What follows belongs to an exercise in optimizing a design on an open flow for small area and a short achievable clock period; a production flow would make more cautious choices. Function was not checked in any run shown here: the RTL went through the layout flow alone. Power is estimated from default activity; no workload was simulated.

==> flow/design.v <==
`timescale 1ns / 1ps
module nand_needle_8bit (
    input  wire        clk,
    input  wire        rst_n,
    input  wire        step,
    input  wire        player_move,
    input  wire [5:0]  player_from,
    input  wire [5:0]  player_to,
    output reg  [7:0]  remainder,
    output reg  [2:0]  phase,
    output reg         slip_detected,
    output wire [7:0]  needle_mask,
    output reg  [5:0]  ai_from,
    output reg  [5:0]  ai_to,
    output reg         ai_valid
);
function [2:0] start_sq;
    input integer q;
    integer f;
    begin
        f = q % 8;
        case (q / 8)
            0: start_sq = {2'b10, (f == 2 || f == 3 || f == 5) ? 1'b1 : 1'b0};
            1: start_sq = 3'b101;
            6: start_sq = 3'b111;
            7: start_sq = {2'b11, (f == 2 || f == 3 || f == 5) ? 1'b1 : 1'b0};
            default: start_sq = 3'b000;
        endcase
    end
endfunction
function [4:0] enc_pair;
    input [2:0] a;
    input [2:0] b;
    begin
        if (a[2] & b[2])
            enc_pair = {1'b1, a[1:0], b[1:0]};
        else
            enc_pair = {1'b0, a[2], b[2], a[1:0] | b[1:0]};
    end
endfunction
function [5:0] dec_pair;    
    input [4:0] c;
    reg oa, ob;
    begin
        oa = c[4] | c[3];
        ob = c[4] | c[2];
        dec_pair = {oa, c[4] ? c[3:2] : c[1:0], ob, c[1:0]};
    end
endfunction
function [159:0] start_frame;
    input integer dummy;
    integer p;
    begin
        start_frame = 160'd0;
        for (p = 0; p < 32; p = p + 1)
            start_frame[p*5 +: 5] = enc_pair(start_sq(2*p), start_sq(2*p+1));
    end
endfunction
localparam [159:0] START = start_frame(0);
reg [159:0] slot [0:7];
reg [7:0]   fresh;
wire [159:0] cur_enc = fresh[0] ? START : slot[0];
wire [63:0] occ, col, lsb;
genvar p;
generate
    for (p = 0; p < 32; p = p + 1) begin : dec_gen
        wire [5:0] d = dec_pair(cur_enc[p*5 +: 5]);
        assign occ[2*p]   = d[5];
        assign col[2*p]   = d[4] & d[5];
        assign lsb[2*p]   = d[3] & d[5];
        assign occ[2*p+1] = d[2];
        assign col[2*p+1] = d[1] & d[2];
        assign lsb[2*p+1] = d[0] & d[2];
    end
endgenerate
wire       mv_occ = occ[player_from];
wire       mv_col = col[player_from];
wire       mv_lsb = lsb[player_from];
wire [159:0] wb;
genvar q2;
generate
    for (p = 0; p < 32; p = p + 1) begin : mv_gen
        wire [2:0] na, nb;
        wire to_a   = player_move && player_to   == 2*p;
        wire to_b   = player_move && player_to   == 2*p+1;
        wire from_a = player_move && player_from == 2*p;
        wire from_b = player_move && player_from == 2*p+1;
        assign na = to_a ? {mv_occ, mv_col, mv_lsb} : from_a ? 3'b000 :
                    {occ[2*p], col[2*p], lsb[2*p]};
        assign nb = to_b ? {mv_occ, mv_col, mv_lsb} : from_b ? 3'b000 :
                    {occ[2*p+1], col[2*p+1], lsb[2*p+1]};
        assign wb[p*5 +: 5] = enc_pair(na, nb);
    end
endgenerate
integer i;
always @(posedge clk) begin
    if (step) begin
        for (i = 0; i < 7; i = i + 1) slot[i] <= slot[i+1];
        slot[7] <= wb;
    end else begin
        slot[0] <= wb;
    end
end
always @(posedge clk or negedge rst_n) begin
    if (!rst_n) begin
        fresh <= 8'hFF;
    end else if (step) begin
        fresh <= {1'b0, fresh[7:1]};
    end else begin
        fresh[0] <= 1'b0;
    end
end
always @(posedge clk or negedge rst_n) begin
    if (!rst_n)
        phase <= 3'd0;
    else if (step)
        phase <= phase + 1'b1;
end
wire [7:0] probe = {lsb[0], lsb[9], lsb[18], lsb[27], lsb[36], lsb[45], lsb[54], lsb[63]};
reg  [6:0] ring0;
wire [7:0] ring_b = {ring0, remainder[0]};
always @(posedge clk or negedge rst_n) begin
    if (!rst_n) begin
        ring0     <= 7'd0;
        remainder <= 8'd0;
    end else if (step) begin
        ring0     <= ~(probe[6:0] & ring_b[6:0]);
        remainder <= ~(probe | ring_b);
    end
end
wire [2:0] fric [0:63];
reg        fz;
genvar s, dr, df;
generate
    for (s = 0; s < 64; s = s + 1) begin : fr_gen
        if ((((s / 8) + (s % 8)) % 2) == 0) begin : ev
            wire [8:0] n_occ, n_opp;
            for (dr = -1; dr <= 1; dr = dr + 1) begin : dr_l
                for (df = -1; df <= 1; df = df + 1) begin : df_l
                    localparam integer K  = (dr + 1) * 3 + (df + 1);
                    localparam integer NR = (s / 8) + dr;
                    localparam integer NF = (s % 8) + df;
                    if (!(dr == 0 && df == 0) && NR >= 0 && NR < 8 && NF >= 0 && NF < 8) begin : nb
                        assign n_occ[K] = occ[NR*8 + NF];
                        assign n_opp[K] = occ[NR*8 + NF] & (col[NR*8 + NF] ^ col[s]);
                    end else begin : nonb
                        assign n_occ[K] = 1'b0;
                        assign n_opp[K] = 1'b0;
                    end
                end
            end
            wire [3:0] sum = n_occ[0] + n_occ[1] + n_occ[2] + n_occ[3] + n_occ[5] +
                             n_occ[6] + n_occ[7] + n_occ[8] +
                             n_opp[0] + n_opp[1] + n_opp[2] + n_opp[3] + n_opp[5] +
                             n_opp[6] + n_opp[7] + n_opp[8];
            wire [2:0] fnew = ~occ[s] ? 3'd0 : sum[3] ? 3'd7 : sum[2:0];
            reg [2:0] fr;
            always @(posedge clk) begin
                if (step) fr <= fnew;
            end
            assign fric[s] = fr;
        end
    end
endgenerate
always @(posedge clk or negedge rst_n) begin
    if (!rst_n)     fz <= 1'b1;
    else if (step)  fz <= 1'b0;
end
wire [5:0] ray_s [0:31];
wire [3:0] ray_l [0:31];
function [5:0] smask;
    input integer m;
    begin
        smask = (1 << $clog2(7 * m + 1)) - 1;
    end
endfunction
function [3:0] lmask;
    input integer m;
    begin
        lmask = (1 << $clog2(m + 1)) - 1;
    end
endfunction
wire [5:0] U_s [0:8];
wire [3:0] U_l [0:8];
wire [5:0] D_s [0:8];
wire [3:0] D_l [0:8];
assign U_s[8] = 6'd0;
assign U_l[8] = 4'd0;
assign D_s[0] = 6'd0;
assign D_l[0] = 4'd0;
genvar k, j;
generate
    for (k = 0; k < 8; k = k + 1) begin : diag
        assign U_s[k]   = occ[9*k] ? 6'd0 : (U_s[k+1] + fric[9*k]) & smask(8 - k);
        assign U_l[k]   = occ[9*k] ? 4'd0 : (U_l[k+1] + 4'd1)      & lmask(8 - k);
        assign D_s[k+1] = occ[9*k] ? 6'd0 : (D_s[k] + fric[9*k])   & smask(k + 1);
        assign D_l[k+1] = occ[9*k] ? 4'd0 : (D_l[k] + 4'd1)        & lmask(k + 1);
        assign ray_s[0*8 + k] = U_s[k];
        assign ray_l[0*8 + k] = U_l[k];
        assign ray_s[3*8 + k] = D_s[k+1];
        assign ray_l[3*8 + k] = D_l[k+1];
    end
    for (k = 0; k < 8; k = k + 1) begin : anti
        for (dr = 1; dr <= 2; dr = dr + 1) begin : ad
            localparam integer DR = (dr == 1) ? 1 : -1;
            localparam integer DF = -DR;
            localparam integer ML = ((k < 7 - k) ? k : 7 - k) + 1;    
            wire [5:0] cs [0:ML];
            wire [3:0] cl [0:ML];
            assign cs[ML] = 6'd0;
            assign cl[ML] = 4'd0;
            for (j = 0; j < ML; j = j + 1) begin : st
                localparam integer SQ = (k + j*DR) * 8 + (k + j*DF);
                assign cs[j] = occ[SQ] ? 6'd0 : (cs[j+1] + fric[SQ]) & smask(ML - j);
                assign cl[j] = occ[SQ] ? 4'd0 : (cl[j+1] + 4'd1)     & lmask(ML - j);
            end
            assign ray_s[dr*8 + k] = cs[0];
            assign ray_l[dr*8 + k] = cl[0];
        end
    end
endgenerate
function [2:0] cdiv;
    input [5:0] sm;
    input integer c;
    begin
        cdiv = (sm >= 7*c) ? 3'd7 : (sm >= 6*c) ? 3'd6 : (sm >= 5*c) ? 3'd5 :
               (sm >= 4*c) ? 3'd4 : (sm >= 3*c) ? 3'd3 : (sm >= 2*c) ? 3'd2 :
               (sm >= c)   ? 3'd1 : 3'd0;
    end
endfunction
function [2:0] qdiv;
    input [5:0] sm;
    input [3:0] ln;
    begin
        case (ln)
            4'd1:    qdiv = sm[2:0];
            4'd2:    qdiv = sm[3:1];
            4'd3:    qdiv = cdiv(sm, 3);
            4'd4:    qdiv = sm[4:2];
            4'd5:    qdiv = cdiv(sm, 5);
            4'd6:    qdiv = cdiv(sm, 6);
            4'd7:    qdiv = cdiv(sm, 7);
            default: qdiv = sm[5:3];
        endcase
    end
endfunction
wire [31:0] rv;
wire [2:0]  rq [0:31];
genvar n;
generate
    for (n = 0; n < 32; n = n + 1) begin : qg
        assign rv[n] = ray_l[n] != 4'd0;
        assign rq[n] = qdiv(ray_s[n], ray_l[n]);
    end
endgenerate
reg [2:0]  mn;
reg [31:0] cand;
reg        anyv;
reg [3:0]  dir4;
always @(*) begin
    cand = rv;
    anyv = |rv;
    for (integer b = 2; b >= 0; b = b - 1) begin
        reg [31:0] bits;
        for (integer m = 0; m < 32; m = m + 1) bits[m] = rq[m][b];
        mn[b] = ~|(cand & ~bits);
        cand = cand & ~(bits ^ {32{mn[b]}});
    end
    if (fz) begin
        mn = 3'd0;
        cand = rv;
    end
    dir4[0] = |cand[7:0];
    dir4[1] = ~dir4[0] & |cand[15:8];
    dir4[2] = ~dir4[0] & ~dir4[1] & |cand[23:16];
    dir4[3] = ~dir4[0] & ~dir4[1] & ~dir4[2] & |cand[31:24];
end
reg [3:0] prev_e, curr_e;
reg [3:0] mask4;
wire [3:0] min_e = anyv ? {1'b0, mn} : 4'd12;
wire slip_now = ({1'b0, curr_e} + 5'd2) <= {1'b0, prev_e};
always @(posedge clk or negedge rst_n) begin
    if (!rst_n) begin
        prev_e        <= 4'd10;
        curr_e        <= 4'd10;
        slip_detected <= 1'b0;
        mask4         <= 4'd0;
    end else if (step) begin
        curr_e <= min_e;
        prev_e <= curr_e;
        if (slip_now) begin
            slip_detected <= 1'b1;
            mask4         <= dir4;
        end
    end
end
assign needle_mask = {4'd0, mask4};
always @(posedge clk or negedge rst_n) begin
    if (!rst_n) begin
        ai_from  <= 6'd0;
        ai_to    <= 6'd0;
        ai_valid <= 1'b0;
    end else if (step && slip_detected) begin
        ai_from  <= remainder[7:2];
        ai_to    <= remainder[7:2] + {2'b00, mask4};
        ai_valid <= 1'b1;
    end else begin
        ai_valid <= 1'b0;
    end
end
endmodule
==> flow/run.sh <==
#!/bin/bash
# synth_recipe.tcl (not shown) runs the flow's synth.tcl, then flattens the netlist and writes it again
# the make line also repeats each setting of config.mk as NAME=value (left out here)
make -C /OpenROAD-flow-scripts/flow DESIGN_CONFIG=/design/flow/config.mk WORK_HOME=/design/flow/orfs CLKGATE_MAP_FILE= SYNTH_SCRIPT=/design/flow/synth_recipe.tcl finish
==> flow/config.mk <==
export PLATFORM = sky130hd
export DESIGN_NAME = nand_needle_8bit
export DESIGN_NICKNAME = nand_needle_8bit
export VERILOG_FILES = /design/flow/design.v
export SDC_FILE = /design/flow/constraint.sdc
export NUM_CORES = 4
export LEC_CHECK = 0
export ABC_AREA = 1
export CAP_MARGIN = 20
export CORE_MARGIN = 2
export CORE_UTILIZATION = 40
export PLACE_DENSITY = 0.6
export SLEW_MARGIN = 20
==> flow/constraint.sdc <==
create_clock -name core_clock -period 110.0 [get_ports {clk}]
set_input_delay 22.0000 -clock core_clock [delete_from_list [all_inputs] [get_ports {clk}]]
set_output_delay 22.0000 -clock core_clock [all_outputs]
set_load 0.01 [all_outputs]
==> summary.txt, run 1 <==
Port Buffers=44; Setup CP Type=in -> reg; vias per cell=between 5 and 6; Synth Area in Compound Gates=0.108; Post-Syn Area=78900 µm²; Worst Max-Slew Pin Slew=1.19 ns; CTS max path bufs=3; combinational share of power=0.555; postcts setup bufs=0; Top FF cell, synth=edfxtp_1; reg2reg start=fresh[0]$_DFF_PN1_; Syn Inst Count=8167; fill cell count=about 19000; Synth Warn #=2; outcome=timing/DRC/antenna clean; first-pass GRT wire length=387000 µm; Core ar.=197000 µm²; area of the multi-input gates=around 32000 µm²; Clk Latency, worst-skew pair=0.83 ns; crit path time final=27.40 ns; Tot Pwr=2.85 mW; GRT Resource Usage Total=0.263; Internal Pwr Total=1.57 mW; most common cell in the synthesized netlist=nand2_1; Buf/Inv on CP=7; Max transition margin=0.201; initial antenna violation count=13; Hold Path Class=reg -> reg; gr ovfl total=0; Distinct cells, synth=74; Max Fclk=0.0365 GHz; sequential power share=0.269; H-Tree Level Count=4; Die Y=448 µm; Reg area=41000 µm²; Initial DRC Count=6074; crit-path max FO=181; Synth Area in XOR/XNOR=0.0108; Synth top area share=0.463; Die X=448 µm; CTS Sinks=1428; Via Count=60400; mux cell area share after synthesis=0; Worst Setup End Kind=flip-flop; Reg2Reg Setup Slack=96.32 ns; Hold Violations, Final=0; Leakage=37.9 nW; Final Wtd Congestion=1.08; Adder-Cell Fraction of Synth Area=0.122; Core Rows=163; Slowest-stage cell, CP=buf_4; post-route ant nets=0; layout cells sized above 1=0.0679; WP data arrival=around 28 ns; WHS Path Cells=0; Synth top cells by count=1565 x nand2_1, 1362 x inv_1, 1216 x edfxtp_1; total wire length=267000 µm; critical path's most frequent cell=buf_4; P per Cell Area=32.4 nW/µm²; # IOs=between 40 and 50; startpoint of the worst hold path=slot[5][137]$_DFFE_PP_; Avg Synthesized Cell Area=9.66 µm²; final slew viol count=0; Synth Area in Simple Gates=0.163; routed len/inst=24.0 µm; post-CTS sizing=0; placed wire-length estimate=201000 µm; Net Sw Power=1.28 mW; sequential-to-total area share from yosys stat=0.520; peak supply drop=0.0000200 V; RSZ-0062 raised after global routing=no; Post-Route Setup TNS=0 ns; asr flop ratio synth=0.0364; hold endpoint=slot[4][137]$_DFFE_PP_; delay-heaviest family, CP=buffers and inverters; switching share of power=0.448; Final nets=8940; Worst-path clk slew=0.06 ns; largest net degree at the start of global routing=186; die area=201000 µm²; starting density of the core=0.401; max_cap viols=0; nature of the critical path startpoint=input port; CTS tree=yes; CTS Hold Bufs=0; clock power share=0.176; CP required=roughly 110 ns; largest cells by area after synthesis=edfxtp_1 46%, fa_1 7.5%, nand2_1 7.4%, inv_1 6.5%, ha_1 4.6%; Synth area leader=edfxtp_1; area growth from synthesis to layout=11.5%; cells on worst reg2reg path=73; vias in the first global route=58200; largest family of logic cells by synthesized area=simple AND/OR/NAND/NOR gates; Post-synth EDFFs=1216; max incr delay on CP=0.92 ns; Critical Path, Cell by Cell=buf_16 > buf_4 > buf_4 > buf_4 > buf_12 > buf_4 > buf_12; Tcrit/Tclk final=0.249; Residual DRC=0; Clock Skew=just over 0.08 ns; clock root buffer=clkbuf_16; final core occ=0.447; drt first pass iters=11; number of synthesized register bits=1428; reg2reg end=mask4[2]$_DFFE_PN0P_; CTS Buf Count=144; final setup fails=0
==> cells in the final DEF, fill, tap and decap left out, drive strengths merged, types with 34 or more instances in the layout <==
cell           synthesis  layout
a31oi                 41      41
ha                   293     293
a22oi                 54      54
fa                   297     297
nand3                294     294
o22ai                117     117
dfrtp                 40      40
clkbuf                97     170
nor2                 892     892
xor2                  63      63
a21oi                453     453
dfxtp                160     160
o31ai                 51      51
clkinv                14      79
clkdlybuf4s50          0      42
xnor2                 34      34
buf                   60     133
nand2               1597    1597
nand4                 53      53
o211ai                46      46
nor3                 105     105
inv                 1397    1410
o21ai                486     486
edfxtp              1216    1216
nor4                  34      34
==> metal layers <==
layer	track usage	vias up	routed length, µm
met5	0	-	75
met4	0.157	12	18200
met3	0.0518	727	20100
met2	0.411	2685	119000
met1	0.340	29300	110000
li1	-	27700	-
==> state kept, by name (all words and copies together) (netlist names) <==
name and flops:
slot 1280, ai_valid 1, phase 3, fr_gen.ev.fr 96, prev_e 4, mask4 4, ring0 7, ai_from 6
slip_detected 1, curr_e 4, fresh 8, ai_to 6, remainder 8
==> per-stage QoR <==
step / instances / hold slack, ns / worst slack [ns] / area, µm²
2_1_floorplan: 8170 / 0.400 / 85.42 / 78900
3_3_place_gp: 10800 / 0.400 / 81.88 / 83000
3_5_place_dp: 10800 / 0.405 / 81.75 / 83100
4_1_cts: 11100 / 0.401 / 82.68 / 87900
5_1_grt: 11100 / 0.408 / 82.08 / 88000
6_report: 11100 / 0.400 / 82.60 / 88000
==> cells by family (layout without fill, tap and decap cells) <==
| logic type | Yosys count | in the layout |
|---|---|---|
| AO/OA/AOI/OAI | 1446 | 1446 |
| XOR/XNOR | 97 | 97 |
| adder cells (fa/ha/maj) | 590 | 590 |
| buffers and inverters | 1568 | 1852 |
| flip-flops | 1428 | 1428 |
| other | 1 | 9 |
| AND/OR/NAND/NOR | 3037 | 3037 |
==> layout make-up <==
cell class | count | share of cell area
inverters | 1411 | 0.0603
diodes | 5 | 0.000142
repair buffers | 175 | 0.0168
clock buffers | 170 | 0.0427
multi-input cells | 5174 | 0.363
clock inverters | 96 | 0.0127
well taps | 2640 | 0.0375
flip-flops and latches | 1428 | 0.466
==> worst max path at each step <==
stage,start,to,slack [ns],cells after the start
after floorplan,player_from[1],slot[7][90]$_DFFE_PP_,85.42,15
after global placement,step,slot[1][138]$_DFFE_PP_,81.88,7
after detailed placement,step,slot[1][22]$_DFFE_PP_,81.75,7
after CTS,step,slot[3][135]$_DFFE_PP_,82.68,7
after global routing,step,slot[0][24]$_DFF_P_,82.08,8
final,step,slot[5][137]$_DFFE_PP_,82.60,7
==> power by group through the flow <==
stage / logic, mW / registers, mW / clock network [mW]
final: 1.58 / 0.767 / 0.501
after global routing: 1.81 / 0.772 / 0.534
after floorplan: 1.12 / 0.750 / 0
after global placement: 1.51 / 0.776 / 0
after CTS: 1.56 / 0.767 / 0.513
after detailed placement: 1.55 / 0.776 / 0
==> run 2, diff against run 1 <==
--- a/flow/design.v
+++ b/flow/design.v
@@ -61,21 +61,35 @@
 reg [7:0]   fresh;
-wire [159:0] cur_enc = fresh[0] ? START : slot[0];
-wire [63:0] occ, col, lsb;
+reg         st_q, mv_q;
+reg [5:0]   from_q, to_q;
+always @(posedge clk or negedge rst_n) begin
+    if (!rst_n) begin
+        st_q <= 1'b0;
+        mv_q <= 1'b0;
+    end else begin
+        st_q <= step;
+        mv_q <= player_move;
+    end
+end
+always @(posedge clk) begin
+    from_q <= player_from;
+    to_q   <= player_to;
+end
+wire [159:0] s0_enc = fresh[0] ? START : slot[0];
+wire [63:0] occ0, col0, lsb0;
 genvar p;
 generate
-    for (p = 0; p < 32; p = p + 1) begin : dec_gen
-        wire [5:0] d = dec_pair(cur_enc[p*5 +: 5]);
-        assign occ[2*p]   = d[5];
-        assign col[2*p]   = d[4] & d[5];
-        assign lsb[2*p]   = d[3] & d[5];
-        assign occ[2*p+1] = d[2];
-        assign col[2*p+1] = d[1] & d[2];
-        assign lsb[2*p+1] = d[0] & d[2];
+    for (p = 0; p < 32; p = p + 1) begin : dec0_gen
+        wire [5:0] d = dec_pair(s0_enc[p*5 +: 5]);
+        assign occ0[2*p]   = d[5];
+        assign col0[2*p]   = d[4] & d[5];
+        assign lsb0[2*p]   = d[3] & d[5];
+        assign occ0[2*p+1] = d[2];
+        assign col0[2*p+1] = d[1] & d[2];
+        assign lsb0[2*p+1] = d[0] & d[2];
     end
 endgenerate
-wire       mv_occ = occ[player_from];
-wire       mv_col = col[player_from];
-wire       mv_lsb = lsb[player_from];
+wire       mv_occ = occ0[from_q];
+wire       mv_col = col0[from_q];
+wire       mv_lsb = lsb0[from_q];
 wire [159:0] wb;
-genvar q2;
 generate
@@ -83,10 +97,10 @@
         wire [2:0] na, nb;
-        wire to_a   = player_move && player_to   == 2*p;
-        wire to_b   = player_move && player_to   == 2*p+1;
-        wire from_a = player_move && player_from == 2*p;
-        wire from_b = player_move && player_from == 2*p+1;
+        wire to_a   = mv_q && to_q   == 2*p;
+        wire to_b   = mv_q && to_q   == 2*p+1;
+        wire from_a = mv_q && from_q == 2*p;
+        wire from_b = mv_q && from_q == 2*p+1;
         assign na = to_a ? {mv_occ, mv_col, mv_lsb} : from_a ? 3'b000 :
-                    {occ[2*p], col[2*p], lsb[2*p]};
+                    {occ0[2*p], col0[2*p], lsb0[2*p]};
         assign nb = to_b ? {mv_occ, mv_col, mv_lsb} : from_b ? 3'b000 :
-                    {occ[2*p+1], col[2*p+1], lsb[2*p+1]};
+                    {occ0[2*p+1], col0[2*p+1], lsb0[2*p+1]};
         assign wb[p*5 +: 5] = enc_pair(na, nb);
@@ -96,3 +110,3 @@
 always @(posedge clk) begin
-    if (step) begin
+    if (st_q) begin
         for (i = 0; i < 7; i = i + 1) slot[i] <= slot[i+1];
@@ -106,3 +120,3 @@
         fresh <= 8'hFF;
-    end else if (step) begin
+    end else if (st_q) begin
         fresh <= {1'b0, fresh[7:1]};
@@ -112,2 +126,15 @@
 end
+wire [159:0] cur_enc = st_q ? (fresh[1] ? START : slot[1]) : wb;
+wire [63:0] occ, col, lsb;
+generate
+    for (p = 0; p < 32; p = p + 1) begin : dec_gen
+        wire [5:0] d = dec_pair(cur_enc[p*5 +: 5]);
+        assign occ[2*p]   = d[5];
+        assign col[2*p]   = d[4] & d[5];
+        assign lsb[2*p]   = d[3] & d[5];
+        assign occ[2*p+1] = d[2];
+        assign col[2*p+1] = d[1] & d[2];
+        assign lsb[2*p+1] = d[0] & d[2];
+    end
+endgenerate
 always @(posedge clk or negedge rst_n) begin
==> summary.txt, run 2 <==
Port Buffers=44; most common cell in the synthesized netlist=nand2_1; H-Tree Level Count=4; Max transition margin=0.144; vias in the first global route=59900; # IOs=49; drt first pass iters=7; starting density of the core=0.403; Worst Setup End Kind=primary output; Buf/Inv on CP=1; Synth area leader=edfxtp_1; sequential-to-total area share from yosys stat=0.506; post-layout instance area=90700 µm²; Final nets=~9500; largest cells by area after synthesis=edfxtp_1 45%, nand2_1 9.2%, fa_1 7.3%, inv_1 6.2%, ha_1 4.5%; max incr delay on CP=0.57 ns; Residual DRC=0; fill cell count=19300; Avg Synthesized Cell Area=9.26 µm²; Area after DPL=85400 µm²; Die Y=456 µm; Tcrit/Tclk final=0.217; Post-Layout Cell Count=11700; CTS tree=yes; most frequent cells in the layout=2010 x nand2_1, 1351 x inv_1, 1216 x edfxtp_1; max_cap viols=0; P per Cell Area=27.9 nW/µm²; layout cells sized above 1=0.0646; final setup fails=0; initial antenna violation count=8; Post-synth EDFFs=between 1000 and 1500; cells on worst reg2reg path=78; reg2reg end=mask4[2]$_DFFE_PN0P_; Largest regs=slot (1280), fr_gen.ev.fr (96); CTS Buf Count=approximately 150; Biggest register=slot; Syn Inst Count=8814; crit path time final=23.85 ns; hold_ws=0.374 ns; Slowest-stage cell, CP=clkdlybuf4s50_1; asr flop ratio synth=0.0381; Clock Skew=0.0881 ns; Crit. Startpoint=remainder[5]$_DFFE_PN0P_; Via Count=62300; placed wire-length estimate=193000 µm; area growth from synthesis to layout=11.1%; Core Rows=165; GRT Resource Usage Total=0.238; Synth Warn #=2; largest net degree at the start of global routing=roughly 160; hold endpoint=slot[3][68]$_DFFE_PP_; Post-Syn Area=81700 µm²; reg2reg start=fresh[0]$_DFF_PN1_; CTS Hold Bufs=0; peak supply drop=0.0000183 V; Setup CP Type=reg -> out; routed len/inst=~21 µm; delay-heaviest family, CP=buffers and inverters; post-CTS sizing=0; Initial DRC Count=6297; post-route ant nets=0; CP required=88.00 ns; Reg2Reg Setup Slack=91.90 ns; startpoint of the worst hold path=slot[4][68]$_DFFE_PP_; Critical Path, Cell by Cell=clkdlybuf4s50_1; Final Wtd Congestion=1.01; postcts setup bufs=0; Distinct cells, synth=76; Synth top area share=0.447; Worst Max-Slew Pin Slew=approximately 1.3 ns; Top FF cell, synth=edfxtp_1; Die X=~460 µm; number of synthesized register bits=roughly 1400; Max Fclk=~0.042 GHz; CTS Sinks=between 1000 and 1500; final slew viol count=0; Worst-path clk slew=0.06 ns; Hold Path Class=reg -> reg; WHS Path Cells=0; vias per cell=5.31; Clk Latency, worst-skew pair=0.86 ns; first-pass GRT wire length=374000 µm; nature of the critical path startpoint=flip-flop; Leakage=39.8 nW; commonest non-fill, non-tap cell in the layout=nand2_1; total wire length=252000 µm; gr ovfl total=0; WP data arrival=1.85 ns; Core ar.=203000 µm²; Synth top cells by count=2010 x nand2_1, 1351 x inv_1, 1216 x edfxtp_1; Hold Violations, Final=0; Post-Route Setup TNS=0 ns; RSZ-0062 raised after global routing=no; DP Cell Count=11500; outcome=timing/DRC/antenna clean; CTS max path bufs=3; max FFs per register=1280; crit-path max FO=4; die area=208000 µm²; clock root buffer=clkbuf_16
run 2: cell count changes in the layout (fill, tap and decap cells not counted), sizes merged, moves of 22 or more:
cell,delta
a21oi,-105
buf,-22
clkbuf,+34
nand2,+442
nand3,+117
nand4,+28
nor2,+65
o21ai,+108
o22ai,-54
run 2: cells by family after synthesis:
family,share of synthesized area
simple gates,0.191
buf+inv,0.0772
flops,0.506
other cells,0.0000459
fa+ha+maj,0.118
compound gates,0.0956
mux,0.000138
xor+xnor,0.0120
run 2: cell type report:
type / count / area, µm² / area share
inverter: 1428 / 5370 / 0.0592
antenna: 4 / 10.0 / 0.000110
sequential: 1443 / 41400 / 0.456
timing repair buffer: 155 / 1300 / 0.0143
tap: 2672 / 3340 / 0.0369
clock buffer: 202 / 4140 / 0.0457
multi-input combinational: 5757 / 34000 / 0.375
clock inverter: 83 / 1160 / 0.0128
run 2: layer usage:
layer | GRT usage | share of wire | vias to the layer above
li1 | - | - | 29400
met1 | 0.321 | 0.43 | 30100
met2 | 0.373 | 0.45 | 2221
met3 | 0.0307 | 0.059 | 537
met4 | 0.126 | 0.057 | 4
met5 | 0 | 0.00011 | -
run 2: how the worst max path moves through the flow:
stage | cells past startpoint | end
global placement | 5 | ai_to[4]$_DFFE_PN0P_
global route | 1 | remainder[5]
CTS | 1 | remainder[5]
finish | 1 | remainder[5]
detailed placement | 5 | ai_to[4]$_DFFE_PN0P_
floorplan | 70 | mask4[2]$_DFFE_PN0P_
run 2: per-stage QoR:
step           worst slack, ns  utilization  power, mW
6_report                 86.15        0.448       2.53
5_1_grt                  86.08        0.448       2.76
4_1_cts                  86.08        0.448       2.54
3_5_place_dp             86.14        0.422       1.99
3_3_place_gp             86.24        0.422       1.95
2_1_floorplan            69.07            -       1.67
run 2: where the power goes:
part / internal, mW / leakage [nW] / switching (mW) / total [mW]
logic: 0.464 / 23.1 / 0.787 / 1.25
clock network: 0.307 / 2.53 / 0.227 / 0.534
registers: 0.706 / 14.1 / 0.0398 / 0.746

==> what the ideal ports hide <==
In the flow no input, the clock included, has a driving cell. The finished layouts below were timed again as built, in two steps. Step 1: set_driving_cell puts a clkbuf_16 on clk and a buf_2 on each other input, an assumption about the parent block. Step 2 also shifts input and output timing later by t, the mid clock arrival at the registers, as if the neighbouring blocks saw the same clock. Three values: ideal, step 1, step 2; two values: the first two.
| run | t (ns) | setup slack, ns | worst hold slack (ns) | worst data-port slew with drivers (ns) |
|---|---|---|---|---|
| run 1 | 0.873 | 82.599 / 82.591 / 81.719 | 0.400 / 0.400 / 0.400 | 0.15 |
| run 2 | 0.902 | 86.149 / 86.066 / 86.174 | 0.374 / 0.374 / 0.374 | 0.04 |
After both steps setup and hold are still met in every run listed. The setup slack of run 1, which loses most, moves by -0.008 ns with the drivers and by -0.880 ns with both steps.
